Source: an optimization exercise on an open RTL-to-GDS flow (aim: small area). Production flows keep margins and buffers that such runs may drop. RTL that was checked went through simulation tests only; none was proved equivalent to the original. No functional check of the RTL was part of runs 2, 3 and 6. Power figures rest on the tool's default switching activity, not on a simulated workload.

**run.sh**
```bash
#!/bin/bash
# synth_recipe.tcl (not shown) runs the flow's synth.tcl, then flattens the netlist and writes it again
# the make line also repeats each setting of config.mk as NAME=value (left out here)
make -C /OpenROAD-flow-scripts/flow DESIGN_CONFIG=/design/flow/config.mk WORK_HOME=/design/flow/orfs CLKGATE_MAP_FILE= SYNTH_SCRIPT=/design/flow/synth_recipe.tcl finish
```
**config.mk**
```make
export PLATFORM = sky130hd
export DESIGN_NAME = riscv_zero_execute
export DESIGN_NICKNAME = riscv_zero_execute
export VERILOG_FILES = /design/flow/design.v
export SDC_FILE = /design/flow/constraint.sdc
export NUM_CORES = 4
export LEC_CHECK = 0
export CAP_MARGIN = 20
export CORE_MARGIN = 2
export CORE_UTILIZATION = 40
export SETUP_SLACK_MARGIN = 0.3
export SLEW_MARGIN = 20
```
**constraint.sdc**
```tcl
create_clock -name core_clock -period 6.5 [get_ports {clk}]
set_input_delay 1.3000 -clock core_clock [delete_from_list [all_inputs] [get_ports {clk}]]
set_output_delay 1.3000 -clock core_clock [all_outputs]
set_load 0.01 [all_outputs]
```
**design.v**
```verilog
module alu (
    input [63:0] a,
    input [63:0] b,
    input [3:0] operation,
    output reg [63:0] result
);
always @* begin
    case (operation)
        4'h0: begin
            result = a + b;
        end
        4'h1: begin
            result = a - b;
        end
        4'h2: begin
            result = a << b;
        end
        4'h3: begin
            result = a < b;
        end
        4'h4: begin
            result = a ^ b;
        end
        4'h5: begin
            result = a >> b;
        end
        4'h6: begin
            result = a >>> b;
        end
        4'h7: begin
            result = a | b;
        end
        4'h8: begin
            result = a & b;
        end
        4'h9: begin
            result = a == b;
        end
        default: begin
            result = 64'h0;
        end
    endcase
end
endmodule
module riscv_zero_execute(
    input clk,
    input reset,
    input [63:0] pc_in,
    input [6:0] opcode,
    input [31:0] immediate,
    input [4:0]  reg_dest,
    input [63:0] rs1_data,
    input [63:0] rs2_data,
    input [6:0] funct7_out,
    input [2:0] funct3_out,
    input writeback_enable_in,
    input [1:0] writeback_source_in,
    input memory_access_in,
    input mem_wenable_in,
    input jump,
    input branch,
    input ALU_A_mux,
    input ALU_B_mux,
    input [3:0] ALU_op,
    output wire pc_src,
    output wire [63:0] pc_target,
    output reg [63:0] pc_out,
    output reg writeback_enable_out,
    output reg [1:0] writeback_source_out,
    output reg memory_access_out,
    output reg mem_wenable_out,
    output reg [63:0] ALU_out,
    output reg [63:0] mem_write_data
);
wire [63:0] ALU_A_src = ALU_A_mux ? pc_in : rs1_data;
wire [63:0] ALU_B_src = ALU_B_mux ? immediate : rs2_data;
wire [63:0] ALU_result;
assign pc_src = (ALU_result[0] & branch) | jump;
assign pc_target = pc_in + immediate;
alu execute_alu (
    .a(ALU_A_src),
    .b(ALU_B_src),
    .operation(ALU_op),
    .result(ALU_result)
);
always @(posedge clk or posedge reset) begin
    if (reset) begin
        pc_out <= 64'h0;
        ALU_out <= 64'h0;
        writeback_enable_out <= 1'b0;
        writeback_source_out <= 2'b00;
        memory_access_out <= 1'b0;
        mem_wenable_out <= 1'b0;
    end else begin
        pc_out <= pc_in;
        writeback_enable_out <= writeback_enable_in;
        writeback_source_out <= writeback_source_in;
        memory_access_out <= memory_access_in;
        mem_wenable_out <= mem_wenable_in;
        ALU_out <= ALU_result;
    end
end
always @(posedge clk) begin
    mem_write_data <= rs2_data;
end
endmodule
```
==> results of run 1 <==
[layer usage]
metal / up-vias / part of all wire [%] / routed length [um]
met1: 16710 / 41 / 66010
met3: 360 / 13 / 20700
met4: 20 / 4.6 / 7353
met5: - / 0.087 / 139
met2: 2319 / 41 / 65090
li1: 15380 / - / -
[final cells by class]
type / instances / area, um2
Fill cell: 6583 / 29360
Multi-Input combinational cell: 3059 / 20890
Timing Repair Buffer: 1097 / 9673
Sequential cell: 197 / 4609
Tap cell: 873 / 1092
Inverter: 211 / 803.3
Clock buffer: 20 / 467.9
Clock inverter: 12 / 135.1
Antenna cell: 4 / 10.01
[kinds of logic (layout without fill, tap and decap cells)]
kind of cell / Yosys count / in the layout / synth area share (%)
AOI/OAI and AO/OA: 1229 / 1229 / 29.73
xor gates and xnor gates: 68 / 68 / 2.203
adders and majority gates: 227 / 227 / 10.59
buffers and inverters: 468 / 1340 / 6.849
DFF: 197 / 197 / 17.05
muxes: 362 / 362 / 13.83
other: 0 / 4 / 0
and+or+nand+nor: 1173 / 1173 / 19.75
[cell usage after synthesis, drive strengths merged, types with 18 or more instances]
master / count
mux2: 53
clkbuf: 151
nor4: 47
and3: 28
o2111ai: 18
o221ai: 39
a21o: 54
a221oi: 43
inv: 210
ha: 224
a211oi: 41
dfrtp: 133
dfxtp: 64
mux2i: 307
o31ai: 30
nand3: 77
nor2b: 38
xnor2: 52
o21bai: 45
o22ai: 50
nand2: 318
nor3: 90
a31oi: 36
or3: 22
and2: 23
o21a: 26
nand4: 33
a21oi: 368
nor2: 420
o21ai: 240
o211ai: 59
nand2b: 38
a22oi: 28
buf: 106
[worst min-delay path by stage]
| stage | depth (start not counted) | slack [ns] | endpoint | start |
|---|---|---|---|---|
| finish | 1 | 0.98 | mem_write_data[0]$_DFF_P_ | rs2_data[0] |
| global route | 1 | 0.99 | mem_write_data[0]$_DFF_P_ | rs2_data[0] |
| CTS | 1 | 1.08 | pc_out[0]$_DFF_PP0_ | pc_in[0] |
| detailed placement | 1 | 1.75 | mem_wenable_out$_DFF_PP0_ | mem_wenable_in |
| global placement | 1 | 1.74 | writeback_enable_out$_DFF_PP0_ | writeback_enable_in |
| floorplan | 0 | 1.33 | mem_write_data[0]$_DFF_P_ | rs2_data[0] |
[sequential cells by signal, summed over array words and instances (netlist names)]
register	count
ALU_out	64
mem_write_data	64
pc_out	64
writeback_source_out	2
mem_wenable_out	1
memory_access_out	1
writeback_enable_out	1
[repair_timing]
item,CTS,global route
resized for setup,91,35
cloned,1,1
setup buffers,4,4
setup endpoints to repair,41,27
pin swaps,17,16
hold buffers,0,0
[worst max-delay path, cell delays in order]
cell	delay, ns
clkdlybuf4s50_1	0.44
ha_1	0.24
buf_4	0.14
o21a_1	0.19
nor2_1	0.26
buf_4	0.19
o31ai_2	0.08
a21o_1	0.26
a21oi_2	0.21
o21ai_2	0.12
a221o_1	0.38
a31o_2	0.29
buf_12	0.16
nand4_1	0.12
xnor2_1	0.13
dlygate4sd2_1	0.33
[through the flow]
| stage | util [%] | cell area (um2) |
|---|---|---|
| 3_5_place_dp | 54.90 | 36800 |
| 5_1_grt | 56.20 | 37670 |
| 6_report | 56.21 | 37680 |
| 2_1_floorplan | - | 27100 |
| 3_3_place_gp | 54.90 | 36800 |
| 4_1_cts | 55.98 | 37530 |
[placed cells by master, fill, tap and decap left out, types with 45 or more instances in the layout]
cell,instances
nor3_1,86
ha_1,222
dfxtp_1,64
a21o_1,53
o22ai_1,50
o211ai_1,59
a21oi_1,362
nand2_1,315
mux2_2,53
nor2_1,418
clkdlybuf4s50_1,460
dfrtp_1,133
nand3_1,76
buf_4,577
mux2i_1,295
o21ai_0,230
nor4_1,45
inv_1,202
xnor2_1,52
[power breakdown]
part / internal (W) / switching (W)
registers: 0.00133 / 0.0000317
logic: 0.00159 / 0.00232
clock network: 0.000577 / 0.000590
==> summary.md, run 1 <==
| Metric | Value |
|---|---|
| H-tree depth | `4` |
| First-pass GRT wire length | `225200 um` |
| Worst VDD drop | `190.8 uV` |
| Growth of design area from synthesis to finish | `39.38%` |
| Drt first pass iters | `7` |
| Total track usage | `43.86%` |
| Finished Layout Cells | `5473` |
| CP Capture Type | `output port` |
| Primary FF master, synth | `dfrtp_1` |
| Vias | `34790` |
| Tmin final | `6.167 ns` |
| Vias in the first global route | `32260` |
| Die footprint | `69690 um2` |
| Post-Place Cells | `5427` |
| Critical path type | `in -> out` |
| Worst Max-Slew Pin Slew | `1.172 ns` |
| DP HPWL | `128800 um` |
| Lkg Pwr | `16.76 nW` |
| Status | `finished clean` |
| GRT Residual Overflow | `0` |
| Cell area after synthesis | `27040 um2` |
| Root Driver | `clkbuf_16` |
| RSZ-0062 raised after global routing | `false` |
| WHS | `0.9790 ns` |
| DP Worst Slack | `-0.4806 ns` |
| I/O pin total | `523` |
| CTS Buffer Depth | `2` |
| Grt met3 use | `13.25%` |
| GP Congestion | `1.128` |
| Met1 usage | `60.46%` |
| WL final | `159300 um` |
| Overall power | `0.006436 W` |
| Die width | `264.0 um` |
| Drt wl/cell | `29.11 um` |
| Clock Pin Slew Worst Setup and Hold Paths | `0.09 ns` |
| CTS tree | `done` |
| ANT nets after route | `0` |
| Peak Freq | `0.1622 GHz` |
| Fin worst setup slack | `0.3332 ns` |
| Synth Warn # | `2` |
| PortBufs | `500` |
| Core Area | `67040 um2` |
| Cell taking the most area after synthesis | `dfrtp_1` |
| Worst-path fanout max | `16` |
| Crit path launch type | `input pin` |
| Initial drt markers | `5128` |
| Initial antenna violation count | `15` |
| Syn_area_per_cell | `7.260 um2` |
| Mapped Nets | `4212` |
| DRC | `0` |
| Fraction of final layout cells sized beyond drive strength 1 | `17.36%` |
| Synth top area share | `12.31%` |
| MaxCap Viol Count | `0` |
| Setup TNS | `0 ns` |
| CP Data Arrival Time | `4.87 ns` |
| Gr busiest metal | `met2` |
| CTS buffer count | `17` |
| Netlist cell types | `88` |
| Pwr per Cell Area | `170.8 nW/um2` |
| HP Class | `in -> reg` |
| Number of vias per cell | `6.357` |
| EDFF count, synth | `0` |
| Seq/Total Area, Yosys | `17.05%` |
| GR Util met2 | `63.17%` |
| Max-slew headroom | `21.85%` |
| Syn Inst Count | `3724` |
| Critical Path RT | `5.20 ns` |
| Row count | `95` |
| Post-synth ARST share | `67.51%` |
| Final Hold Viols | `0` |
| Final setup viols | `0` |
| Die Y | `264.0 um` |
| FF+latch count, synth | `197` |
| Area contributors post-synth | `dfrtp_1 12%, mux2i_1 11%, ha_1 10%` |
| Initial Utilization | `40.33%` |
| Clock sink count | `197` |
| Fin crit share | `94.87%` |
| Layout Nets | `5071` |
| Fin. max-slew vios | `0` |
| Worst setup path end | `pc_target[61]` |
| Setup crit start | `pc_in[5]` |
| Largest net degree at the start of global routing | `111` |
==> inputs of run 2 (changes only) <==
--- a/design.v
+++ b/design.v
@@ -2,45 +2,91 @@
     input [63:0] a,
     input [63:0] b,
     input [3:0] operation,
-    output reg [63:0] result
+    output [63:0] result
 );
-always @* begin
-    case (operation)
-        4'h0: begin
-            result = a + b;
+wire op_add = operation == 4'h0;
+wire op_sub = operation == 4'h1;
+wire op_sll = operation == 4'h2;
+wire op_slt = operation == 4'h3;
+wire op_xor = operation == 4'h4;
+wire op_srl = (operation == 4'h5) | (operation == 4'h6);
+wire op_or  = operation == 4'h7;
+wire op_and = operation == 4'h8;
+wire op_eq  = operation == 4'h9;
+wire sub = op_sub | op_slt;
+wire [63:0] bx = b ^ {64{sub}};
+wire [63:0] p = a ^ bx;
+wire [63:0] g = a & bx;
+wire [63:0] c;    
+bk64 u_bk (.g(g), .p(p), .cin(sub), .c(c));
+wire lt = ~c[63];
+wire eq = ~|p;    
+wire en_p = op_add | op_sub | op_xor | op_or;
+wire en_c = op_add | op_sub;
+wire en_g = op_or | op_and;
+wire [63:0] cin_v = {c[62:0], sub};
+wire [63:0] arith = ({64{en_p}} & p) ^ (({64{en_c}} & cin_v) | ({64{en_g}} & g));
+wire big = |b[63:6];
+wire [63:0] a_rev;
+wire [63:0] sh_rev;
+wire [63:0] sh;
+genvar i;
+generate
+    for (i = 0; i < 64; i = i + 1) begin : g_rev
+        assign a_rev[i] = a[63 - i];
+        assign sh_rev[i] = sh[63 - i];
+    end
+endgenerate
+wire [63:0] sh_in = op_sll ? a_rev : a;
+assign sh = sh_in >> b[5:0];
+wire en_l = op_sll & ~big;
+wire en_r = op_srl & ~big;
+assign result = arith
+              | ({64{en_l}} & sh_rev)
+              | ({64{en_r}} & sh)
+              | {63'b0, (op_slt & lt) | (op_eq & eq)};
+endmodule
+module bk64 (
+    input [63:0] g,
+    input [63:0] p,
+    input cin,
+    output [63:0] c
+);
+wire [63:0] gg [0:6];
+wire [63:0] pp [0:6];
+assign gg[0] = {g[63:1], g[0] | (p[0] & cin)};
+assign pp[0] = p;
+genvar l, i;
+generate
+    for (l = 1; l <= 6; l = l + 1) begin : up
+        for (i = 0; i < 64; i = i + 1) begin : b
+            if ((i % (1 << l)) == (1 << l) - 1) begin : n
+                assign gg[l][i] = gg[l-1][i] | (pp[l-1][i] & gg[l-1][i - (1 << (l-1))]);
+                assign pp[l][i] = pp[l-1][i] & pp[l-1][i - (1 << (l-1))];
+            end else begin : t
+                assign gg[l][i] = gg[l-1][i];
+                assign pp[l][i] = pp[l-1][i];
+            end
         end
-        4'h1: begin
-            result = a - b;
+    end
+endgenerate
+generate
+    for (i = 0; i < 64; i = i + 1) begin : dn
+        if (((i + 1) & i) == 0) begin : whole
+            assign c[i] = gg[tzf(i + 1)][i];
+        end else begin : part
+            assign c[i] = gg[tzf(i + 1)][i] | (pp[tzf(i + 1)][i] & c[i - (1 << tzf(i + 1))]);
         end
-        4'h2: begin
-            result = a << b;
-        end
-        4'h3: begin
-            result = a < b;
-        end
-        4'h4: begin
-            result = a ^ b;
-        end
-        4'h5: begin
-            result = a >> b;
-        end
-        4'h6: begin
-            result = a >>> b;
-        end
-        4'h7: begin
-            result = a | b;
-        end
-        4'h8: begin
-            result = a & b;
-        end
-        4'h9: begin
-            result = a == b;
-        end
-        default: begin
-            result = 64'h0;
-        end
-    endcase
-end
+    end
+endgenerate
+function integer tzf(input integer v);
+    integer k;
+    begin
+        tzf = 0;
+        for (k = 6; k >= 0; k = k - 1)
+            if (v % (1 << k) == 0 && tzf == 0) tzf = k;
+    end
+endfunction
 endmodule
 module riscv_zero_execute(
     input clk,
@@ -73,10 +119,10 @@
     output reg [63:0] mem_write_data
 );
 wire [63:0] ALU_A_src = ALU_A_mux ? pc_in : rs1_data;
-wire [63:0] ALU_B_src = ALU_B_mux ? immediate : rs2_data;
+wire [63:0] ALU_B_src = ALU_B_mux ? {32'b0, immediate} : rs2_data;
 wire [63:0] ALU_result;
 assign pc_src = (ALU_result[0] & branch) | jump;
-assign pc_target = pc_in + immediate;
+assign pc_target = pc_in + {32'b0, immediate};
 alu execute_alu (
     .a(ALU_A_src),
     .b(ALU_B_src),
==> summary.md, run 2 <==
| Metric | Value |
|---|---|
| Layout Nets | `3557` |
| Fraction of final layout cells sized beyond drive strength 1 | `21.89%` |
| Synth Warn # | `2` |
| Final Hold Viols | `0` |
| MaxCap Viol Count | `0` |
| Core Area | `48550 um2` |
| Die width | `225.0 um` |
| Worst VDD drop | `164.3 uV` |
| Drt wl/cell | `30.05 um` |
| Post-synth ARST share | `67.51%` |
| Die Y | `225.0 um` |
| Buf/Inv on CP | `8` |
| Fin crit share | `97.11%` |
| Fin. max-slew vios | `0` |
| Initial Utilization | `40.26%` |
| Fill cells | `4259` |
| Peak Freq | `0.1584 GHz` |
| Row count | `81` |
| Critical path type | `in -> out` |
| Growth of design area from synthesis to finish | `51.16%` |
| Design area | `29540 um2` |
| Hold buffers post-CTS | `0` |
| Worst Max-Slew Pin Slew | `1.035 ns` |
| Sw Ratio | `42.64%` |
| Area contributors post-synth | `dfrtp_1 17%, mux2i_1 10%, dfxtp_1 6.6%` |
| PortBufs | `500` |
| Most frequent CP cell | `buf_4` |
| Vias | `24870` |
| Overall power | `0.005636 W` |
| DRC | `0` |
| Crit-path max cell delay | `0.36 ns` |
| Top cells by count, synth | `254 x nand2_1, 197 x mux2i_1, 165 x nor2_1` |
| Drt first pass iters | `8` |
| CTS tree | `done` |
| Final setup viols | `0` |
| Worst-path cell chain | `buf_2 -> buf_12 -> buf_4 -> mux2i_1 -> buf_4 -> inv_1 -> buf_4 -> ha_1 -> a21o_1 -> a21o_1 -> a21oi_1 -> o221a_2 -> o221a_2 -> o41ai_4 -> o311ai_2 -> a31oi_1 -> o21ai_2 -> buf_4 -> clkdlybuf4s15_2` |
| Netlist cell types | `87` |
| Worst setup path end | `pc_src` |
| CP Capture Type | `output port` |
| Status | `finished clean` |
| Syn_area_per_cell | `8.299 um2` |
| Worst-path fanout max | `26` |
| Number of vias per cell | `6.466` |
| Mapped Nets | `2713` |
| GP Congestion | `1.118` |
| Root Driver | `clkbuf_16` |
| Pwr per Cell Area | `190.8 nW/um2` |
| Total track usage | `44.48%` |
| ANT nets after route | `0` |
| Critical Path RT | `5.20 ns` |
| Most frequent cells in the layout | `478 x clkdlybuf4s50_1, 463 x buf_4, 254 x nand2_1` |
| I/O pin total | `523` |
| Seq/Total Area, Yosys | `23.59%` |
| Sequential share of power | `24.0%` |
| Vias in the first global route | `23770` |
| Cell area after synthesis | `19540 um2` |
| CP max-delay cell | `mux2i_1` |
| Setup crit start | `ALU_A_mux` |
| Final core occ | `60.86%` |
| Top flop regs | `ALU_out (64), mem_write_data (64), pc_out (64)` |
| Setup TNS | `0 ns` |
| Tmin final | `6.312 ns` |
| Crit path launch type | `input pin` |
| WL final | `115600 um` |
| CTS buffer count | `17` |
| RSZ-0062 raised after global routing | `true` |
| Most common cell after layout, fill and taps aside | `clkdlybuf4s50_1` |
| Syn Inst Count | `2355` |
| First-pass GRT wire length | `162000 um` |
| Synth top area share | `17.03%` |
| Comb power frac | `55.3%` |
| Placed Area | `28460 um2` |
| EDFF count, synth | `0` |
| HP Class | `in -> async` |
| GRT Residual Overflow | `0` |
| Largest net degree at the start of global routing | `76` |
| Power share of the clock group | `20.7%` |
| Lkg Pwr | `12.71 nW` |
| CTS Buffer Depth | `2` |
| NetSw | `0.002403 W` |
| Primary FF master, synth | `dfrtp_1` |
| Clock Pin Slew Worst Setup and Hold Paths | `0.08 ns` |
| Critical path's top delay family | `compound AO/OA/AOI/OAI gates` |
| Cell taking the most area after synthesis | `dfrtp_1` |
| Die footprint | `50640 um2` |
| CP Data Arrival Time | `5.01 ns` |
| Max-slew headroom | `30.85%` |
| DP HPWL | `95330 um` |
| Number of cells on the critical path | `19` |
| Internal power | `0.003233 W` |
| Clock sink count | `197` |
| H-tree depth | `4` |
| FF+latch count, synth | `197` |
| Initial antenna violation count | `13` |
| Initial drt markers | `3563` |
| Most numerous cell in the Yosys netlist | `nand2_1` |
## run 2: worst min-delay path by stage
stage	from	endpoint	slack, ns	cells past startpoint
floorplan	rs2_data[0]	mem_write_data[0]$_DFF_P_	1.33	0
global placement	writeback_enable_in	writeback_enable_out$_DFF_PP0_	1.75	1
detailed placement	memory_access_in	memory_access_out$_DFF_PP0_	1.75	1
CTS	memory_access_in	memory_access_out$_DFF_PP0_	1.19	1
global route	memory_access_in	memory_access_out$_DFF_PP0_	1.21	1
finish	reset	writeback_source_out[1]$_DFF_PP0_	1.22	2
## run 2: kinds of logic (layout without fill, tap and decap cells)
group / count (synthesis) / after routing / share of synthesized area (%)
compound gates: 670 / 670 / 23.40
simple gates: 715 / 715 / 17.09
flops: 197 / 197 / 23.59
fa+ha+maj: 97 / 97 / 6.248
xor+xnor: 165 / 165 / 7.394
buf+inv: 192 / 1049 / 4.149
other cells: 0 / 13 / 0
mux: 319 / 319 / 18.14
## run 2: power groups by stage
stage	sequential [W]	clock [W]	combinational, W
3_3_place_gp	0.00138	0	0.00291
2_1_floorplan	0.00143	0	0.00131
5_1_grt	0.00136	0.00123	0.00322
3_5_place_dp	0.00138	0	0.00294
4_1_cts	0.00135	0.00119	0.00298
6_report	0.00135	0.00117	0.00312
## run 2: what timing repair did
action                                  4_1_cts  5_1_grt
pin swaps                                     3       15
setup buffers                                 3        3
endpoints found under the setup margin       43       33
resized for setup                            51       46
cloned                                        1        0
## run 2: per-layer routing
metal	vias to the layer above	part of all wire (%)	global-route usage [%]
met5	-	0.016	0
met3	443	12	12.15
met4	4	7.3	28.93
met2	1920	44	69.50
li1	10600	-	-
met1	11910	37	53.84
## run 2: through the flow
step | worst slack [ns] | std cells | hold WS, ns
final | 0.1881 | 3847 | 1.224
after global routing | 0.1378 | 3840 | 1.205
after CTS | 0.1382 | 3831 | 1.191
after detailed placement | -0.4948 | 3795 | 1.748
after global placement | -0.4464 | 3795 | 1.748
after floorplan | 0.3029 | 2355 | 1.328
## run 2: area by class of cell
cell class / instances / area (um2) / area share [%]
repair buffers: 977 / 8757 / 29.64
diodes: 13 / 32.53 / 0.1101
inverters: 40 / 155.1 / 0.5252
well taps: 622 / 778.2 / 2.634
flip-flops and latches: 197 / 4609 / 15.60
clock buffers: 17 / 425.4 / 1.440
clock inverters: 15 / 200.2 / 0.6776
multi-input cells: 1966 / 14590 / 49.37
==> inputs of run 3 (changes only) <==
==> flow/run.sh (new file) <==
#!/bin/bash
export BUFFER_PORTS_ARGS="-buffer_cell sky130_fd_sc_hd__buf_1"
bash standard.sh > standard.log 2>&1
==> standard.sh (new file) <==
#!/bin/bash
# synth_recipe.tcl (not shown) runs the flow's synth.tcl, then flattens the netlist and writes it again
# the make line also repeats each setting of config.mk as NAME=value (left out here)
make -C /OpenROAD-flow-scripts/flow DESIGN_CONFIG=/design/flow/config.mk WORK_HOME=/design/flow/orfs CLKGATE_MAP_FILE= SYNTH_SCRIPT=/design/flow/synth_recipe.tcl "${@:-finish}"
removed: run.sh
==> summary.md, run 3 <==
| Metric | Value |
|---|---|
| Status | `finished clean` |
| GRT Residual Overflow | `0` |
| Final setup viols | `0` |
| Drt first pass iters | `9` |
| Seq/Total Area, Yosys | `23.59%` |
| Largest net degree at the start of global routing | `76` |
| Worst VDD drop | `157.7 uV` |
| Die footprint | `50640 um2` |
| Die width | `225.0 um` |
| Die Y | `225.0 um` |
| Final Hold Viols | `0` |
| Post-synth ARST share | `67.51%` |
| PortBufs | `500` |
| Final core occ | `49.35%` |
| WL final | `112300 um` |
| CTS buffer count | `17` |
| Vias | `23160` |
| Total track usage | `42.99%` |
| HP Class | `in -> async` |
| Mapped Nets | `2713` |
| GP Congestion | `1.026` |
| Crit-path max cell delay | `0.46 ns` |
| Peak Freq | `0.1635 GHz` |
| Layout Nets | `3273` |
| Cell area after synthesis | `19540 um2` |
| Area contributors post-synth | `dfrtp_1 17%, mux2i_1 10%, dfxtp_1 6.6%` |
| Top flop regs | `ALU_out (64), mem_write_data (64), pc_out (64)` |
| Clock sink count | `197` |
| I/O pin total | `523` |
| CP max-delay cell | `o21ai_1` |
| Tmin final | `6.115 ns` |
| Initial drt markers | `3150` |
| ANT nets after route | `0` |
| Most frequent CP cell | `buf_4` |
| Post-Place Cells | `3515` |
| Number of vias per cell | `6.518` |
| Primary FF master, synth | `dfrtp_1` |
| CTS Buffer Depth | `2` |
| Initial Utilization | `40.26%` |
| CP Data Arrival Time | `4.81 ns` |
| Setup TNS | `0 ns` |
| Most numerous cell in the Yosys netlist | `nand2_1` |
| First-pass GRT wire length | `155300 um` |
| Fin crit share | `94.07%` |
| Cell taking the most area after synthesis | `dfrtp_1` |
| Critical Path RT | `5.20 ns` |
| EDFF count, synth | `0` |
| Synth top area share | `17.03%` |
| Clock Pin Slew Worst Setup and Hold Paths | `0.07 ns` |
| Synth Warn # | `2` |
| MaxCap Viol Count | `0` |
| Crit path launch type | `input pin` |
| Row count | `81` |
| H-tree depth | `4` |
| RSZ-0062 raised after global routing | `false` |
| Worst-path cell chain | `buf_4 -> buf_4 -> mux2i_1 -> buf_4 -> inv_1 -> mux2i_2 -> o22ai_1 -> o21ai_1 -> nand4_1 -> o211ai_1 -> a221oi_1 -> buf_4 -> a221oi_1 -> o21ai_1 -> buf_4` |
| Drt wl/cell | `31.61 um` |
| Worst-path fanout max | `13` |
| Core Area | `48550 um2` |
| Critical path type | `in -> out` |
| Netlist cell types | `87` |
| Top cells by count, synth | `254 x nand2_1, 197 x mux2i_1, 165 x nor2_1` |
| Lkg Pwr | `9.831 nW` |
| Finished Layout Cells | `3554` |
| Syn_area_per_cell | `8.299 um2` |
| FF+latch count, synth | `197` |
| Most common cell after layout, fill and taps aside | `buf_1` |
| Vias in the first global route | `21680` |
| DRC | `0` |
| Fin. max-slew vios | `0` |
| Fraction of final layout cells sized beyond drive strength 1 | `13.42%` |
| Initial antenna violation count | `3` |
| CP Capture Type | `output port` |
| Pwr per Cell Area | `209.9 nW/um2` |
| Max-slew headroom | `26.96%` |
| CTS tree | `done` |
| DP HPWL | `92610 um` |
| Syn Inst Count | `2355` |
| Most frequent cells in the layout | `496 x buf_1, 254 x nand2_1, 189 x mux2i_1` |
| Root Driver | `clkbuf_16` |
| Worst Max-Slew Pin Slew | `1.096 ns` |
| Growth of design area from synthesis to finish | `22.59%` |
run 3: cell count changes in the layout (fill, tap and decap cells not counted), moves of 4 or more:
cell	previous run	this run
diode_2	13	4
buf_1	0	496
dlymetal6s2s_1	9	0
dlygate4sd2_1	6	0
inv_8	6	2
buf_4	463	181
clkdlybuf4s50_1	478	0
mux2i_1	184	189
run 3: layout make-up:
class	count	area [um2]
clock buffers	21	471.7
multi-input cells	1967	14340
diodes	4	10.01
flip-flops and latches	197	4609
inverters	40	155.1
clock inverters	11	116.4
well taps	622	778.2
repair buffers	692	3476
fillers	4838	24590
run 3: worst max-delay path: cells and delay by family:
family,cells,cell delay [ns]
AO/OA/AOI/OAI,6,1.45
buffers and inverters,6,1.20
multiplexers,2,0.68
AND/OR/NAND/NOR,1,0.14
run 3: through the flow:
step	hold WS (ns)	total power (W)	cell area [um2]	setup WS [ns]
finish	0.8620	0.005030	23960	0.3853
detailed placement	1.404	0.003815	23210	-0.05034
floorplan	1.328	0.002738	19570	0.3029
CTS	0.8710	0.004924	23830	0.2142
global placement	1.400	0.003810	23210	-0.1368
global route	0.8829	0.005185	23960	0.2925
run 3: worst max-delay path by stage:
stage	slack, ns	from	cells after the start	end
after floorplan	0.30	ALU_B_mux	17	pc_src
after global placement	-0.14	immediate[0]	15	pc_target[30]
after detailed placement	-0.05	immediate[0]	15	pc_target[30]
after CTS	0.21	immediate[0]	15	pc_target[30]
after global routing	0.29	ALU_op[2]	13	pc_src
final	0.39	ALU_A_mux	15	pc_src
run 3: power breakdown:
| part | total [W] | switching (W) | leakage [nW] | internal, W |
|---|---|---|---|---|
| Combinational | 0.00257 | 0.00171 | 7.35 | 0.000861 |
| Clock | 0.00111 | 0.000536 | 0.294 | 0.000569 |
| Sequential | 0.00135 | 0.0000319 | 2.19 | 0.00132 |
| Total | 0.00503 | 0.00228 | 9.83 | 0.00275 |
run 3: cells by family after synthesis:
family          share of synthesized area, %
compound gates                         23.40
fa+ha+maj                              6.248
xor+xnor                               7.394
mux                                    18.14
flops                                  23.59
simple gates                           17.09
buf+inv                                4.149
run 3: layer usage:
layer  global-route usage, %  vias up  share of wire [%]
li1                        -     9995                  -
met1                   54.46    11280                 40
met2                   66.15     1583                 44
met3                   10.63      311                 10
met4                   25.57        0                6.5
met5                       0        -                  0
run 3: repair_timing:
| item | CTS | global route |
|---|---|---|
| hold buffers | 0 | 0 |
| endpoints found under the setup margin | 5 | 8 |
| buffers inserted | 0 | 1 |
| resized for setup | 7 | 24 |
| pin swaps | 0 | 7 |
| cloned | 0 | 2 |
==> inputs of run 4 (changes only) <==
--- a/design.v
+++ b/design.v
@@ -38,7 +38,17 @@
     end
 endgenerate
 wire [63:0] sh_in = op_sll ? a_rev : a;
-assign sh = sh_in >> b[5:0];
+wire [3:0] d0 = 4'b1 << b[1:0];
+wire [3:0] d1 = 4'b1 << b[3:2];
+wire [3:0] d2 = 4'b1 << b[5:4];
+wire [127:0] x0 = {64'b0, sh_in};
+wire [63:0] s1, s2;
+genvar k;
+for (k = 0; k < 64; k = k + 1) begin : st
+  assign s1[k] = (d2[0] & sh_in[k]) | (d2[1] & (k+16 < 64 ? sh_in[(k+16)%64] : 1'b0)) | (d2[2] & (k+32 < 64 ? sh_in[(k+32)%64] : 1'b0)) | (d2[3] & (k+48 < 64 ? sh_in[(k+48)%64] : 1'b0));
+  assign s2[k] = (d1[0] & s1[k]) | (d1[1] & (k+4 < 64 ? s1[(k+4)%64] : 1'b0)) | (d1[2] & (k+8 < 64 ? s1[(k+8)%64] : 1'b0)) | (d1[3] & (k+12 < 64 ? s1[(k+12)%64] : 1'b0));
+  assign sh[k] = (d0[0] & s2[k]) | (d0[1] & (k+1 < 64 ? s2[(k+1)%64] : 1'b0)) | (d0[2] & (k+2 < 64 ? s2[(k+2)%64] : 1'b0)) | (d0[3] & (k+3 < 64 ? s2[(k+3)%64] : 1'b0));
+end
 wire en_l = op_sll & ~big;
 wire en_r = op_srl & ~big;
 assign result = arith
--- a/config.mk
+++ b/config.mk
@@ -8,5 +8,6 @@
 export CAP_MARGIN = 20
 export CORE_MARGIN = 2
 export CORE_UTILIZATION = 40
+export GPL_TIMING_DRIVEN = 0
 export SETUP_SLACK_MARGIN = 0.3
 export SLEW_MARGIN = 20
==> summary.md, run 4 <==
| Metric | Value |
|---|---|
| Mapped Nets | `2479` |
| CTS Buffer Depth | `2` |
| Pwr per Cell Area | `214.0 nW/um2` |
| Top cells by count, synth | `213 x nand2_1, 188 x mux2i_1, 141 x xnor2_1` |
| WHS | `0.8365 ns` |
| HP Class | `in -> async` |
| Final Hold Viols | `0` |
| Clock Pin Slew Worst Setup and Hold Paths | `0.09 ns` |
| Area contributors post-synth | `dfrtp_1 19%, mux2i_1 11%, dfxtp_1 7.2%` |
| Total track usage | `44.48%` |
| H-tree depth | `4` |
| Buf/Inv on CP | `4` |
| Most numerous cell in the Yosys netlist | `nand2_1` |
| Top flop regs | `ALU_out (64), mem_write_data (64), pc_out (64)` |
| CP Data Arrival Time | `4.95 ns` |
| Worst VDD drop | `205.8 uV` |
| Fill cells | `4380` |
| FF+latch count, synth | `197` |
| Critical path type | `in -> out` |
| Initial Utilization | `40.51%` |
| Growth of design area from synthesis to finish | `24.04%` |
| CTS tree | `done` |
| Most common cell after layout, fill and taps aside | `buf_1` |
| Critical Path RT | `5.20 ns` |
| Worst Max-Slew Pin Slew | `1.048 ns` |
| Syn_area_per_cell | `8.446 um2` |
| Hold buffers post-CTS | `0` |
| Worst-path fanout max | `10` |
| Die width | `215.6 um` |
| Die Y | `215.6 um` |
| Setup TNS | `0 ns` |
| RSZ-0062 raised after global routing | `true` |
| Root Driver | `clkbuf_16` |
| Drt wl/cell | `32.61 um` |
| Cell taking the most area after synthesis | `dfrtp_1` |
| Fin crit share | `96.11%` |
| Die footprint | `46500 um2` |
| Critical path's top delay family | `simple AND/OR/NAND/NOR gates` |
| Initial drt markers | `3106` |
| First-pass GRT wire length | `148300 um` |
| Seq/Total Area, Yosys | `25.73%` |
| Fraction of final layout cells sized beyond drive strength 1 | `11.40%` |
| Core Area | `44220 um2` |
| Post-Place Cells | `3209` |
| Syn Inst Count | `2121` |
| Max-slew headroom | `28.14%` |
| DRC | `0` |
| Fin worst setup slack | `0.2527 ns` |
| Vias in the first global route | `20450` |
| CTS buffer count | `17` |
| Final setup viols | `0` |
| Largest net degree at the start of global routing | `72` |
| Crit path launch type | `input pin` |
| DP Worst Slack | `-2.229 ns` |
| Tmin final | `6.247 ns` |
| Lkg Pwr | `8.863 nW` |
| Finished Layout Cells | `3274` |
| PortBufs | `495` |
| Number of vias per cell | `6.549` |
| CP max-delay cell | `mux2i_1` |
| MaxCap Viol Count | `0` |
| Layout Nets | `3021` |
| I/O pin total | `523` |
| DP HPWL | `87820 um` |
| Status | `finished clean` |
| WL final | `106800 um` |
| Worst-path cell chain | `buf_4 -> clkbuf_8 -> mux2i_1 -> inv_1 -> ha_1 -> and3_1 -> nand3_1 -> or3_4 -> a311oi_4 -> nor3_2 -> o21ai_2 -> nand3_2 -> a21o_1 -> buf_1` |
| Vias | `21440` |
| Synth Warn # | `2` |
| Crit-path max cell delay | `0.55 ns` |
| EDFF count, synth | `0` |
| Peak Freq | `0.1601 GHz` |
| GRT Residual Overflow | `0` |
| Post-synth ARST share | `67.51%` |
| Final core occ | `50.25%` |
| Primary FF master, synth | `dfrtp_1` |
| Drt first pass iters | `7` |
| Initial antenna violation count | `7` |
| Netlist cell types | `78` |
| Fin. max-slew vios | `0` |
| GP Congestion | `1.060` |
| ANT nets after route | `0` |
| Clock sink count | `197` |
| Synth top area share | `18.58%` |
| Cell area after synthesis | `17910 um2` |
| CP Capture Type | `output port` |
| Most frequent cells in the layout | `502 x buf_1, 212 x nand2_1, 151 x mux2i_1` |
| Row count | `77` |
## run 4: cell types whose count changed after synthesis, sizes merged, moves of 21 or more
cell / previous run / this run
mux2: 102 / 81
nor2: 165 / 135
inv: 40 / 68
nand3: 66 / 43
nand2: 254 / 213
o21ai: 129 / 89
buf: 65 / 43
o22ai: 52 / 23
## run 4: kinds of logic (layout without fill, tap and decap cells)
| logic type | Yosys count | after routing | share of synthesized area, % |
|---|---|---|---|
| compound gates | 585 | 585 | 22.73 |
| buf+inv | 201 | 756 | 4.407 |
| other cells | 0 | 6 | 0 |
| mux | 269 | 269 | 15.66 |
| xor+xnor | 182 | 182 | 8.898 |
| flops | 197 | 197 | 25.73 |
| fa+ha+maj | 97 | 97 | 6.817 |
| simple gates | 590 | 590 | 15.76 |
## run 4: final timing paths
path	startpoint	end	cells past startpoint
worst max-delay path	ALU_A_mux	pc_src	14
worst min-delay path	reset	pc_out[2]$_DFF_PP0_	2
max in group asynchronous	reset	pc_out[28]$_DFF_PP0_	3
min in group core_clock	writeback_source_in[0]	writeback_source_out[0]$_DFF_PP0_	1
## run 4: layout make-up
class,instances,area (um2),area share [%]
Antenna cell,6,15.01,0.06757
Buffer,133,750.7,3.378
Clock buffer,17,425.4,1.914
Clock inverter,15,193.9,0.8727
Inverter,68,262.8,1.182
Multi-Input combinational cell,1723,13110,59.01
Sequential cell,197,4609,20.74
Tap cell,592,740.7,3.333
Timing Repair Buffer,523,2110,9.493
## run 4: through the flow
step	power, W	instance area (um2)
floorplan	0.002562	17920
CTS	0.004606	21720
finish	0.004756	22220
global placement	0.003427	20510
global route	0.004892	22210
detailed placement	0.003422	20550
## run 4: report_power, final
group | internal [W] | leakage [nW] | switching, W
combinational | 0.000741 | 6.37 | 0.00153
sequential | 0.00132 | 2.19 | 0.0000314
clock | 0.000558 | 0.303 | 0.000575
total | 0.00262 | 8.86 | 0.00214
## run 4: repair_timing
item,in CTS,in global routing
setup endpoints to repair,85,22
buffers inserted,10,17
resized for setup,131,100
pin swaps,8,23
## run 4: routing by layer
layer	share of wire, %	GRT usage, %
met2	43	67.31
met4	5.9	23.40
met1	39	57.03
met5	0.028	0
met3	12	13.28
==> inputs of run 5 (changes only) <==
--- a/config.mk
+++ b/config.mk
@@ -8,6 +8,5 @@
 export CAP_MARGIN = 20
 export CORE_MARGIN = 2
 export CORE_UTILIZATION = 40
-export GPL_TIMING_DRIVEN = 0
 export SETUP_SLACK_MARGIN = 0.3
 export SLEW_MARGIN = 20
==> summary.md, run 5 <==
| Metric | Value |
|---|---|
| Fin crit share | `93.79%` |
| Final core occ | `49.61%` |
| Clock sink count | `197` |
| GP Congestion | `1.048` |
| Worst-path fanout max | `11` |
| Peak Freq | `0.1640 GHz` |
| Mapped Nets | `2479` |
| Layout Nets | `2994` |
| Growth of design area from synthesis to finish | `22.47%` |
| NetSw | `0.002043 W` |
| Worst Max-Slew Pin Slew | `0.9924 ns` |
| FF+latch count, synth | `197` |
| Most common cell after layout, fill and taps aside | `buf_1` |
| First-pass GRT wire length | `135900 um` |
| Drt first pass iters | `9` |
| Vias | `20370` |
| Final Hold Viols | `0` |
| PortBufs | `500` |
| Crit path launch type | `input pin` |
| Drt wl/cell | `30.04 um` |
| CP Data Arrival Time | `4.80 ns` |
| EDFF count, synth | `0` |
| Initial Utilization | `40.51%` |
| Critical Path RT | `5.20 ns` |
| WL met1 | `40670 um` |
| Die width | `215.6 um` |
| Synth top area share | `18.58%` |
| Syn Inst Count | `2121` |
| Post-synth ARST share | `67.51%` |
| H-tree depth | `4` |
| Comb power frac | `47.0%` |
| Pwr per Cell Area | `210.7 nW/um2` |
| Critical path type | `in -> out` |
| Syn_area_per_cell | `8.446 um2` |
| CTS buffer count | `17` |
| Clock Pin Slew Worst Setup and Hold Paths | `0.10 ns` |
| Sequential share of power | `29.1%` |
| Design area | `21940 um2` |
| CTS Buffer Depth | `2` |
| Status | `finished clean` |
| Largest net degree at the start of global routing | `72` |
| Fraction of final layout cells sized beyond drive strength 1 | `10.80%` |
| Primary FF master, synth | `dfrtp_1` |
| Netlist cell types | `78` |
| Die Y | `215.6 um` |
| Worst-path cell chain | `buf_1 -> nor3b_4 -> buf_12 -> buf_4 -> buf_6 -> xnor2_1 -> ha_1 -> and4_1 -> and3_1 -> nand3_1 -> or3_1 -> a311oi_2 -> nor3_1 -> o21ai_0 -> nand3_1 -> a21o_1 -> buf_1` |
| Max Used Layer | `met5` |
| Top cells by count, synth | `213 x nand2_1, 188 x mux2i_1, 141 x xnor2_1` |
| Area contributors post-synth | `dfrtp_1 19%, mux2i_1 11%, dfxtp_1 7.2%` |
| WL met3 | `8587 um` |
| Cell taking the most area after synthesis | `dfrtp_1` |
| RSZ-0062 raised after global routing | `false` |
| Fin. max-slew vios | `0` |
| Hold buffers post-CTS | `0` |
| Buf/Inv on CP | `5` |
| Tmin final | `6.096 ns` |
| Synth Warn # | `2` |
| GRT Residual Overflow | `0` |
| WL final | `97420 um` |
| Sw Ratio | `44.19%` |
| HP Class | `in -> async` |
| Crit-path max cell delay | `0.42 ns` |
| Core Area | `44220 um2` |
| Internal power | `0.002580 W` |
| Cell area after synthesis | `17910 um2` |
| Final setup viols | `0` |
| WL met2 | `43010 um` |
| Die footprint | `46500 um2` |
| Worst VDD drop | `185.1 uV` |
| DP Worst Slack | `0.1052 ns` |
| Seq/Total Area, Yosys | `25.73%` |
| Top flop regs | `ALU_out (64), mem_write_data (64), pc_out (64)` |
| Total track usage | `40.41%` |
| Lkg Pwr | `9.015 nW` |
| Fin worst setup slack | `0.4038 ns` |
| CP max-delay cell | `or3_1` |
| Setup TNS | `0 ns` |
| CTS tree | `done` |
| WHS | `0.8609 ns` |
| Placed Area | `21120 um2` |
| Row count | `77` |
| Vias in the first global route | `19080` |
| DP HPWL | `79920 um` |
| ANT nets after route | `0` |
| Setup crit start | `ALU_op[2]` |
| Root Driver | `clkbuf_16` |
| CP Capture Type | `output port` |
| MaxCap Viol Count | `0` |
| Initial antenna violation count | `7` |
| Number of vias per cell | `6.282` |
| Power share of the clock group | `23.9%` |
| Most frequent cells in the layout | `498 x buf_1, 212 x nand2_1, 178 x mux2i_1` |
| Most numerous cell in the Yosys netlist | `nand2_1` |
| I/O pin total | `523` |
| Critical path's top delay family | `simple AND/OR/NAND/NOR gates` |
| DRC | `0` |
| Max-slew headroom | `31.95%` |
| Initial drt markers | `2516` |
==> run 5: cell counts after synthesis <==
No cell type changed its count.
==> run 5: power groups by stage <==
stage	clock [W]	combinational [W]	sequential [W]
2_1_floorplan	0	0.00114	0.00142
3_3_place_gp	0	0.00208	0.00137
3_5_place_dp	0	0.00208	0.00137
4_1_cts	0.00112	0.00209	0.00135
5_1_grt	0.00116	0.00227	0.00136
6_report	0.00110	0.00217	0.00135
==> run 5: metal layers <==
| metal | vias up | global-route usage (%) |
|---|---|---|
| met5 | - | 0 |
| met4 | 10 | 18.85 |
| met3 | 237 | 7.710 |
| met2 | 1287 | 62.55 |
| met1 | 9909 | 54.31 |
| li1 | 8929 | - |
==> run 5: stage by stage <==
stage | std cells | power, W
4_1_cts | 3234 | 0.004560
5_1_grt | 3242 | 0.004789
3_3_place_gp | 3202 | 0.003448
2_1_floorplan | 2121 | 0.002562
6_report | 3243 | 0.004623
3_5_place_dp | 3202 | 0.003453
==> run 5: final cells by class <==
| class | count | area (um2) |
|---|---|---|
| antenna | 2 | 5.005 |
| fill | 4388 | 22280 |
| sequential | 197 | 4609 |
| clock inverter | 14 | 150.1 |
| timing repair buffer | 629 | 3007 |
| inverter | 68 | 260.3 |
| tap | 592 | 740.7 |
| clock buffer | 18 | 439.2 |
| multi-input combinational | 1723 | 12730 |
==> run 5: how the worst max path moves through the flow <==
stage	end	slack [ns]	cells past startpoint
6_report	pc_src	0.40	17
4_1_cts	pc_target[56]	0.28	16
3_3_place_gp	pc_target[56]	0.15	16
5_1_grt	pc_target[54]	0.31	18
3_5_place_dp	pc_target[48]	0.11	16
2_1_floorplan	pc_src	0.31	17
==> run 5: logic make-up (layout without fill, tap and decap cells) <==
group / Yosys count / after routing / synth area share [%]
AOI/OAI and AO/OA: 585 / 585 / 22.73
xor gates and xnor gates: 182 / 182 / 8.898
adders and majority gates: 97 / 97 / 6.817
buffers and inverters: 201 / 729 / 4.407
DFF: 197 / 197 / 25.73
muxes: 269 / 269 / 15.66
other: 0 / 2 / 0
and+or+nand+nor: 590 / 590 / 15.76
==> run 5: what timing repair did <==
item | CTS | global route
gates cloned | 0 | 4
setup endpoints to repair | 9 | 13
pin swaps | 1 | 5
setup buffers | 0 | 3
resized for setup | 6 | 21
==> inputs of run 6 (changes only) <==
--- a/design.v
+++ b/design.v
@@ -132,7 +132,8 @@
 wire [63:0] ALU_B_src = ALU_B_mux ? {32'b0, immediate} : rs2_data;
 wire [63:0] ALU_result;
 assign pc_src = (ALU_result[0] & branch) | jump;
-assign pc_target = pc_in + {32'b0, immediate};
+wire [32:0] pt_lo = {1'b0, pc_in[31:0]} + {1'b0, immediate};
+assign pc_target = {pc_in[63:32] + {31'b0, pt_lo[32]}, pt_lo[31:0]};
 alu execute_alu (
     .a(ALU_A_src),
     .b(ALU_B_src),
--- a/config.mk
+++ b/config.mk
@@ -8,5 +8,6 @@
 export CAP_MARGIN = 20
 export CORE_MARGIN = 2
 export CORE_UTILIZATION = 40
-export SETUP_SLACK_MARGIN = 0.3
+export GPL_TIMING_DRIVEN = 0
+export SETUP_SLACK_MARGIN = 0.2
 export SLEW_MARGIN = 20
==> summary.md, run 6 <==
| Metric | Value |
|---|---|
| DP HPWL | `82490 um` |
| GP Congestion | `1.079` |
| Drt first pass iters | `12` |
| Most numerous cell in the Yosys netlist | `nand2_1` |
| Crit-path max cell delay | `0.35 ns` |
| Number of cells on the critical path | `25` |
| Area contributors post-synth | `dfrtp_1 19%, mux2i_1 10%, xnor2_1 7.7%` |
| Row count | `76` |
| Cell area after synthesis | `17250 um2` |
| CTS Buffer Depth | `2` |
| Critical Path RT | `5.20 ns` |
| I/O pin total | `523` |
| EDFF count, synth | `0` |
| Core Area | `42790 um2` |
| CP Capture Type | `output port` |
| Initial drt markers | `2831` |
| Drt wl/cell | `32.45 um` |
| Tmin final | `6.682 ns` |
| Growth of design area from synthesis to finish | `24.25%` |
| Buf/Inv on CP | `4` |
| Setup TNS | `-1.009 ns` |
| Top cells by count, synth | `201 x nand2_1, 180 x mux2i_1, 151 x xnor2_1` |
| Die footprint | `44810 um2` |
| Most common cell after layout, fill and taps aside | `buf_1` |
| GRT Residual Overflow | `0` |
| Vias in the first global route | `19020` |
| Vias | `20210` |
| Crit path launch type | `input pin` |
| Clock sink count | `197` |
| WL final | `100800 um` |
| Worst VDD drop | `206.6 uV` |
| MaxCap Viol Count | `0` |
| Gr busiest metal | `met2` |
| Die width | `211.7 um` |
| First-pass GRT wire length | `139400 um` |
| Status | `complete, but fails checks` |
| Cell taking the most area after synthesis | `dfrtp_1` |
| Number of vias per cell | `6.509` |
| Worst Max-Slew Pin Slew | `1.154 ns` |
| CP Data Arrival Time | `5.38 ns` |
| CTS buffer count | `17` |
| Fill cells | `4169` |
| H-tree depth | `4` |
| GR Util met2 | `66.84%` |
| Root Driver | `clkbuf_16` |
| Finished Layout Cells | `3105` |
| Max-slew headroom | `23.10%` |
| FF+latch count, synth | `197` |
| HP Class | `in -> async` |
| FF+latch area | `4609 um2` |
| Netlist cell types | `86` |
| Top flop regs | `ALU_out (64), mem_write_data (64), pc_out (64)` |
| Synth Warn # | `2` |
| Hold buffers post-CTS | `0` |
| Syn Inst Count | `1991` |
| Fin crit share | `102.8%` |
| RSZ-0062 raised after global routing | `true` |
| Grt met3 use | `10.58%` |
| DP Worst Slack | `-1.503 ns` |
| Layout Nets | `2899` |
| Clock Pin Slew Worst Setup and Hold Paths | `0.08 ns` |
| Pwr per Cell Area | `215.3 nW/um2` |
| Critical path's top delay family | `compound AO/OA/AOI/OAI gates` |
| Area of the multi-input gates | `12400 um2` |
| Synth top area share | `19.29%` |
| PortBufs | `494` |
| Largest net degree at the start of global routing | `70` |
| Worst-path fanout max | `3` |
| Most frequent cells in the layout | `486 x buf_1, 197 x nand2_1, 161 x mux2i_1` |
| Final Hold Viols | `0` |
| Peak Freq | `0.1497 GHz` |
| Fraction of final layout cells sized beyond drive strength 1 | `12.23%` |
| DRC | `0` |
| ANT nets after route | `0` |
| Post-synth ARST share | `67.51%` |
| Total track usage | `44.01%` |
| Final setup viols | `8` |
| Fin. max-slew vios | `0` |
| Post-Place Cells | `3033` |
| Layout Check Fails | `negative setup slack` |
| Die Y | `211.7 um` |
| WHS | `0.8440 ns` |
| Syn_area_per_cell | `8.665 um2` |
| Fin worst setup slack | `-0.1818 ns` |
| Met1 usage | `57.09%` |
| Mapped Nets | `2351` |
| CP max-delay cell | `fa_2` |
| Seq/Total Area, Yosys | `26.72%` |
| Initial antenna violation count | `10` |
| Critical path type | `in -> out` |
| Final core occ | `50.09%` |
| CTS tree | `done` |
| Initial Utilization | `40.32%` |
| Lkg Pwr | `8.702 nW` |
| Primary FF master, synth | `dfrtp_1` |
[run 6: power breakdown]
| part | leakage [nW] | switching, W | internal, W |
|---|---|---|---|
| registers | 2.19 | 0.0000287 | 0.00132 |
| clock network | 0.286 | 0.000557 | 0.000548 |
| logic | 6.23 | 0.00147 | 0.000698 |
| total | 8.70 | 0.00205 | 0.00256 |
[run 6: repair_timing]
item | 4_1_cts | 5_1_grt
hold endpoints to repair | 0 | 0
setup endpoints to repair | 40 | 26
gates resized for setup | 129 | 77
cloned | 0 | 1
buffers inserted | 19 | 13
pin swaps | 27 | 20
[run 6: area by class of cell]
class	count	share of cell area (%)
well taps	546	3.187
diodes	7	0.08172
repair buffers	529	10.30
plain buffers	127	3.537
clock inverters	13	0.7530
multi-input cells	1625	57.84
inverters	42	0.7705
clock buffers	19	2.020
flip-flops and latches	197	21.50
[run 6: layer usage]
metal / routed length (um) / up-vias
met3: 10780 / 316
met4: 6790 / 2
li1: - / 8540
met5: 13 / -
met1: 39850 / 9915
met2: 43330 / 1437
[run 6: worst max path at each step]
stage | startpoint | endpoint | slack [ns]
final | immediate[0] | pc_target[60] | -0.18
after global routing | immediate[0] | pc_target[59] | -0.31
after CTS | immediate[0] | pc_target[60] | -0.03
after detailed placement | ALU_B_mux | pc_src | -1.50
after global placement | ALU_B_mux | pc_src | -1.47
after floorplan | ALU_B_mux | pc_src | 0.21
[run 6: cell families after synthesis]
family	share of synthesized area, %
flip-flops	26.72
multiplexers	15.69
AO/OA/AOI/OAI	22.13
AND/OR/NAND/NOR	14.69
adder cells (fa/ha/maj)	7.224
XOR/XNOR	9.088
buffers and inverters	4.460
[run 6: per-stage QoR]
stage / total power (W) / cell area (um2)
after floorplan: 0.002523 / 17280
after global placement: 0.003354 / 19820
after detailed placement: 0.003346 / 19870
after CTS: 0.004501 / 21080
after global routing: 0.004753 / 21420
final: 0.004616 / 21430
==> inputs of run 7 (changes only) <==
--- a/design.v
+++ b/design.v
@@ -132,8 +132,7 @@
 wire [63:0] ALU_B_src = ALU_B_mux ? {32'b0, immediate} : rs2_data;
 wire [63:0] ALU_result;
 assign pc_src = (ALU_result[0] & branch) | jump;
-wire [32:0] pt_lo = {1'b0, pc_in[31:0]} + {1'b0, immediate};
-assign pc_target = {pc_in[63:32] + {31'b0, pt_lo[32]}, pt_lo[31:0]};
+assign pc_target = pc_in + {32'b0, immediate};
 alu execute_alu (
     .a(ALU_A_src),
     .b(ALU_B_src),
==> flow/run.sh (replaced) <==
#!/bin/bash
# The standard layout with the smallest buffer on the ports and
# non-critical gates downsized after global routing.
bash standard.sh "BUFFER_PORTS_ARGS=-buffer_cell sky130_fd_sc_hd__buf_1" \
  RECOVER_POWER=100 MATCH_CELL_FOOTPRINT=0 finish > standard.log 2>&1
--- a/config.mk
+++ b/config.mk
@@ -8,6 +8,5 @@
 export CAP_MARGIN = 20
 export CORE_MARGIN = 2
 export CORE_UTILIZATION = 40
-export GPL_TIMING_DRIVEN = 0
-export SETUP_SLACK_MARGIN = 0.2
+export SETUP_SLACK_MARGIN = 0.3
 export SLEW_MARGIN = 20
==> summary.md, run 7 <==
| Metric | Value |
|---|---|
| Status | `complete, but fails checks` |
| Layout Check Fails | `max-capacitance violations, max-slew violations` |
| FF+latch count, synth | `197` |
| Die Y | `215.6 um` |
| Main combinational cell family by area after synthesis | `compound AO/OA/AOI/OAI gates` |
| Fin crit share | `96.45%` |
| Top cells by count, synth | `213 x nand2_1, 188 x mux2i_1, 141 x xnor2_1` |
| Cell taking the most area after synthesis | `dfrtp_1` |
| Pwr per Cell Area | `213.6 nW/um2` |
| Tmin final | `6.269 ns` |
| Fraction of final layout cells sized beyond drive strength 1 | `10.50%` |
| Drt first pass iters | `10` |
| GRT Residual Overflow | `0` |
| WHS | `0.8788 ns` |
| CTS tree | `done` |
| PortBufs | `500` |
| Die footprint | `46500 um2` |
| XOR/XNOR Fraction of Synth Area | `8.898%` |
| Mapped Nets | `2479` |
| Syn Inst Count | `2121` |
| Area contributors post-synth | `dfrtp_1 19%, mux2i_1 11%, dfxtp_1 7.2%` |
| Top flop regs | `ALU_out (64), mem_write_data (64), pc_out (64)` |
| Clock sink count | `197` |
| CP Capture Type | `output port` |
| Design area | `22020 um2` |
| Clock Pin Slew Worst Setup and Hold Paths | `0.08 ns` |
| Critical Path RT | `5.20 ns` |
| WL met1 | `39660 um` |
| Netlist cell types | `78` |
| WL met2 | `42400 um` |
| ANT nets after route | `0` |
| Vias | `20290` |
| Post-synth ARST share | `67.51%` |
| Worst Max-Slew Pin Slew | `3.346 ns` |
| Die width | `215.6 um` |
| Max Used Layer | `met5` |
| WL met3 | `9821 um` |
| Drt wl/cell | `29.42 um` |
| Core Area | `44220 um2` |
| Growth of design area from synthesis to finish | `22.89%` |
| Layout Nets | `3021` |
| Syn_area_per_cell | `8.446 um2` |
| DRC | `0` |
| CP max-delay cell | `nor4b_4` |
| CP Data Arrival Time | `4.97 ns` |
| Largest net degree at the start of global routing | `72` |
| Lkg Pwr | `9.076 nW` |
| Fin. max-slew vios | `136` |
| Crit-path max cell delay | `0.48 ns` |
| Placed Area | `21330 um2` |
| H-tree depth | `4` |
| Row count | `77` |
| Primary FF master, synth | `dfrtp_1` |
| Max-slew headroom | `-124.3%` |
| Post-Synth Simple-Gate Area | `15.76%` |
| Peak Freq | `0.1595 GHz` |
| Worst-path fanout max | `36` |
| Fin worst setup slack | `0.2309 ns` |
| Setup crit start | `ALU_op[3]` |
| DP HPWL | `79940 um` |
| RSZ-0062 raised after global routing | `false` |
| Worst VDD drop | `183.2 uV` |
| Synth Warn # | `2` |
| Fill cells | `4448` |
| Root Driver | `clkbuf_16` |
| Number of cells on the critical path | `15` |
| Worst-path cell chain | `buf_1 -> clkbuf_1 -> nor4b_4 -> buf_12 -> buf_4 -> mux2i_1 -> o221ai_1 -> o21a_1 -> a21oi_1 -> nand4_1 -> buf_4 -> nand2_1 -> nand3_1 -> a21o_1 -> buf_1` |
| HP Class | `in -> reg` |
| Critical path type | `in -> out` |
| HP Start | `writeback_enable_in` |
| Mux contribution to synthesized area | `15.66%` |
| Number of vias per cell | `6.205` |
| Critical path's top delay family | `buffers and inverters` |
| Vias in the first global route | `19180` |
| Most numerous cell in the Yosys netlist | `nand2_1` |
| Most frequent cells in the layout | `461 x buf_1, 211 x nand2_1, 183 x mux2i_1` |
| Hold buffers post-CTS | `0` |
| Initial drt markers | `2806` |
| Initial antenna violation count | `9` |
| Total track usage | `40.17%` |
| WL final | `96220 um` |
| Synth top area share | `18.58%` |
| CTS Buffer Depth | `2` |
| Setup TNS | `0 ns` |
| MaxCap Viol Count | `2` |
| Cell area after synthesis | `17910 um2` |
| Synth Area in Compound Gates | `22.73%` |
| DP Worst Slack | `0.1007 ns` |
| Crit path launch type | `input pin` |
| Buf/Inv on CP | `6` |
| Overall power | `0.004702 W` |
| Seq/Total Area, Yosys | `25.73%` |
| GP Congestion | `1.034` |
| Most common cell after layout, fill and taps aside | `buf_1` |
| Final setup viols | `0` |
| First-pass GRT wire length | `135300 um` |
| I/O pin total | `523` |
| Final Hold Viols | `0` |
| Initial Utilization | `40.51%` |
| CTS buffer count | `17` |
| Worst setup path end | `pc_src` |
| Adder-cell area share of the yosys netlist | `6.817%` |
| EDFF count, synth | `0` |
run 7: how the worst min path moves through the flow:
stage                     slack (ns)                             end  depth (start not counted)
after CTS                       0.86  writeback_enable_out$_DFF_PP0_                          1
after global routing            0.86  writeback_enable_out$_DFF_PP0_                          1
after detailed placement        1.40  writeback_enable_out$_DFF_PP0_                          1
after global placement          1.40     memory_access_out$_DFF_PP0_                          1
final                           0.88  writeback_enable_out$_DFF_PP0_                          1
after floorplan                 1.33       mem_write_data[0]$_DFF_P_                          0
run 7: report_power, final:
| part | internal [W] | switching, W | total, W |
|---|---|---|---|
| Clock | 0.000592 | 0.000576 | 0.00117 |
| Sequential | 0.00132 | 0.0000310 | 0.00135 |
| Combinational | 0.000742 | 0.00144 | 0.00219 |
run 7: what timing repair did:
action / 4_1_cts / 5_1_grt
resized for setup: 5 / 23
gates cloned: 0 / 1
setup endpoints to repair: 9 / 14
setup buffers: 0 / 2
pin swaps: 1 / 4
run 7: logic make-up (layout without fill, tap and decap cells):
group / Yosys count / after routing
XOR/XNOR: 182 / 182
AND/OR/NAND/NOR: 590 / 590
flip-flops: 197 / 197
adder cells (fa/ha/maj): 97 / 97
multiplexers: 269 / 269
other: 0 / 2
AO/OA/AOI/OAI: 585 / 585
buffers and inverters: 201 / 756
run 7: layout make-up:
cell class | instances | area (um2) | share of cell area (%)
multi-input combinational | 1723 | 12670 | 57.54
sequential | 197 | 4609 | 20.94
timing repair buffer | 656 | 3109 | 14.12
tap | 592 | 740.7 | 3.364
clock buffer | 18 | 429.2 | 1.949
inverter | 68 | 256.5 | 1.165
clock inverter | 14 | 198.9 | 0.9036
antenna | 2 | 5.005 | 0.02273
run 7: per-stage QoR:
step / instances / util (%)
global route: 3268 / 49.78
finish: 3270 / 49.79
global placement: 3233 / 48.24
detailed placement: 3233 / 48.24
floorplan: 2121 / -
CTS: 3265 / 49.70
run 7: per-layer routing:
metal / vias up / GRT usage [%]
met1: 9811 / 53.08
met5: - / 0
met4: 10 / 16.23
li1: 8992 / -
met3: 214 / 10.56
met2: 1263 / 62.25
==> inputs of run 8 (changes only) <==
==> flow/run.sh (replaced) <==
#!/bin/bash
# The standard layout with the smallest buffer on the ports.
bash standard.sh "BUFFER_PORTS_ARGS=-buffer_cell sky130_fd_sc_hd__buf_1" finish > standard.log 2>&1
--- a/config.mk
+++ b/config.mk
@@ -8,5 +8,5 @@
 export CAP_MARGIN = 20
 export CORE_MARGIN = 2
 export CORE_UTILIZATION = 40
-export SETUP_SLACK_MARGIN = 0.3
+export SETUP_SLACK_MARGIN = 0.15
 export SLEW_MARGIN = 20
==> summary.md, run 8 <==
| Metric | Value |
|---|---|
| Drt first pass iters | `8` |
| Grt met3 use | `8.668%` |
| GRT Residual Overflow | `0` |
| Area contributors post-synth | `dfrtp_1 19%, mux2i_1 11%, dfxtp_1 7.2%` |
| Vias in the first global route | `18950` |
| Worst-path fanout max | `13` |
| Number of vias per cell | `6.288` |
| GP Congestion | `1.042` |
| Fin worst setup slack | `0.2600 ns` |
| Pwr per Cell Area | `211.6 nW/um2` |
| Drt wl/cell | `29.77 um` |
| Met1 usage | `53.32%` |
| DP HPWL | `79500 um` |
| CP Data Arrival Time | `4.94 ns` |
| GR Util met2 | `62.43%` |
| Area of the multi-input gates | `12670 um2` |
| Most common cell after layout, fill and taps aside | `buf_1` |
| Synth top area share | `18.58%` |
| Largest net degree at the start of global routing | `71` |
| Initial Utilization | `40.51%` |
| FF+latch count, synth | `197` |
| Top cells by count, synth | `213 x nand2_1, 188 x mux2i_1, 141 x xnor2_1` |
| Lkg Pwr | `9.000 nW` |
| Max-slew headroom | `34.82%` |
| Setup TNS | `0 ns` |
| Initial antenna violation count | `6` |
| Mux contribution to synthesized area | `15.66%` |
| CTS tree | `done` |
| First-pass GRT wire length | `135100 um` |
| Netlist cell types | `78` |
| Critical path type | `in -> out` |
| Die Y | `215.6 um` |
| HP Class | `in -> async` |
| Cell area after synthesis | `17910 um2` |
| Synth Area in Compound Gates | `22.73%` |
| Worst VDD drop | `167.7 uV` |
| Overall power | `0.004631 W` |
| Number of cells on the critical path | `11` |
| Final setup viols | `0` |
| RSZ-0062 raised after global routing | `false` |
| Post-Synth Simple-Gate Area | `15.76%` |
| Row count | `77` |
| Total track usage | `40.17%` |
| EDFF count, synth | `0` |
| Post-synth ARST share | `67.51%` |
| Layout Nets | `2996` |
| Initial drt markers | `2532` |
| ANT nets after route | `0` |
| Critical path's top delay family | `compound AO/OA/AOI/OAI gates` |
| Critical Path RT | `5.20 ns` |
| Most numerous cell in the Yosys netlist | `nand2_1` |
| Status | `finished clean` |
| Fin crit share | `96.00%` |
| Fraction of final layout cells sized beyond drive strength 1 | `10.56%` |
| CTS Buffer Depth | `2` |
| PortBufs | `500` |
| Synth Warn # | `2` |
| WL final | `96600 um` |
| Die footprint | `46500 um2` |
| H-tree depth | `4` |
| I/O pin total | `523` |
| Gr busiest metal | `met2` |
| Placed Area | `21130 um2` |
| Tmin final | `6.240 ns` |
| Growth of design area from synthesis to finish | `22.16%` |
| CP Capture Type | `output port` |
| CTS buffer count | `17` |
| Hold buffers post-CTS | `0` |
| Mapped Nets | `2479` |
| Root Driver | `clkbuf_16` |
| Worst-path cell chain | `buf_1 -> ha_1 -> inv_1 -> o22ai_1 -> a21oi_1 -> a211oi_1 -> o21bai_1 -> o31a_1 -> nor4b_1 -> xor2_1 -> buf_1` |
| Main combinational cell family by area after synthesis | `compound AO/OA/AOI/OAI gates` |
| Top flop regs | `ALU_out (64), mem_write_data (64), pc_out (64)` |
| Core Area | `44220 um2` |
| Buf/Inv on CP | `3` |
| Fill cells | `4442` |
| Most frequent cells in the layout | `498 x buf_1, 212 x nand2_1, 182 x mux2i_1` |
| DRC | `0` |
| MaxCap Viol Count | `0` |
| Fin. max-slew vios | `0` |
| Cell taking the most area after synthesis | `dfrtp_1` |
| Clock Pin Slew Worst Setup and Hold Paths | `0.09 ns` |
| Crit-path max cell delay | `0.53 ns` |
| Primary FF master, synth | `dfrtp_1` |
| XOR/XNOR Fraction of Synth Area | `8.898%` |
| Final Hold Viols | `0` |
| Adder-cell area share of the yosys netlist | `6.817%` |
| Worst Max-Slew Pin Slew | `0.9777 ns` |
| Most frequent CP cell | `buf_1` |
| Design area | `21880 um2` |
| FF+latch area | `4609 um2` |
| Die width | `215.6 um` |
| CP max-delay cell | `ha_1` |
| DP Worst Slack | `0.04579 ns` |
| Seq/Total Area, Yosys | `25.73%` |
| Syn_area_per_cell | `8.446 um2` |
| Vias | `20410` |
| Syn Inst Count | `2121` |
| Crit path launch type | `input pin` |
| Peak Freq | `0.1603 GHz` |
| Clock sink count | `197` |
-- run 8: cell types whose count changed in the layout (fill, tap and decap cells not counted), moves of 4 or more --
cell	change
buf_4	-9
clkinv_8	+4
buf_1	+37
mux2_2	+10
mux2_1	-10
clkbuf_1	-51
-- run 8: path summary, 6_finish.rpt --
kind                                start                   endpoint
worst max-delay path         immediate[7]              pc_target[59]
worst min-delay path                reset        pc_out[3]$_DFF_PP0_
max in group asynchronous           reset      ALU_out[47]$_DFF_PP0_
min in group core_clock    mem_wenable_in  mem_wenable_out$_DFF_PP0_
-- run 8: what timing repair did --
item                       CTS  global route
setup buffers                0             4
setup endpoints to repair    2            13
pin swaps                    0             3
gates resized for setup      5            11
gates cloned                 0             2
-- run 8: layout make-up --
cell class / count / share of cell area [%]
inverter: 68 / 1.189
multi-input combinational: 1723 / 57.88
sequential: 197 / 21.06
antenna: 2 / 0.02287
clock inverter: 15 / 0.8976
timing repair buffer: 631 / 13.62
tap: 592 / 3.385
clock buffer: 17 / 1.944
-- run 8: cell families after synthesis --
| logic type | Yosys count |
|---|---|
| buffers and inverters | 201 |
| XOR/XNOR | 182 |
| AO/OA/AOI/OAI | 585 |
| adder cells (fa/ha/maj) | 97 |
| multiplexers | 269 |
| flip-flops | 197 |
| AND/OR/NAND/NOR | 590 |
-- run 8: metal layers --
layer / routed length, um / part of all wire [%]
met3: 9409 / 9.7
met1: 39640 / 41
met5: 35 / 0.036
met2: 43120 / 45
met4: 4393 / 4.5
-- run 8: report_power, final --
part           internal, W  switching [W]  total [W]
logic             0.000732        0.00142    0.00215
registers          0.00132      0.0000304    0.00135
clock network     0.000526       0.000602    0.00113
total              0.00258        0.00205    0.00463
-- run 8: per-stage QoR --
step,hold WS [ns],instances,util (%)
final,0.8794,3245,49.49
after global routing,0.8748,3243,49.48
after detailed placement,1.402,3205,47.79
after floorplan,1.328,2121,-
after global placement,1.397,3205,47.79
after CTS,0.8447,3237,49.26

## re-timing with driven ports
Ports are ideal in the flow. The routed layouts listed here were re-timed in OpenROAD.
Step 1: set_driving_cell puts a clkbuf_16 on clk and a buf_2 on each other input, an assumption about the parent block.
Step 2, shift: input delay + t, output delay - t, t = (earliest + latest rising clock arrival at the registers) / 2. This alone moves slack from input paths to output paths.
a / b / c = no drivers / after step 1 / after step 2; a / b = the first two.
run	t (ns)	slack for setup (ns)	pins driven straight from the clock port
run 1	0.579	0.333 / 0.312 / -0.054	1
run 2	0.575	0.188 / 0.130 / 0.130	1
run 3	0.563	0.385 / 0.335 / 0.335	1
run 4	0.553	0.253 / 0.218 / 0.115	1
run 5	0.551	0.404 / 0.325 / 0.325	1
run 6	0.554	-0.182 / -0.235 / -0.235	1
run 7	0.562	0.231 / 0.197 / 0.197	1
run 8	0.556	0.260 / 0.234 / 0.234	1
With both steps, setup timing fails in run 1, where it was met with ideal ports. The setup slack of run 1, which loses most, moves by -0.021 ns with the drivers and by -0.387 ns with both steps.
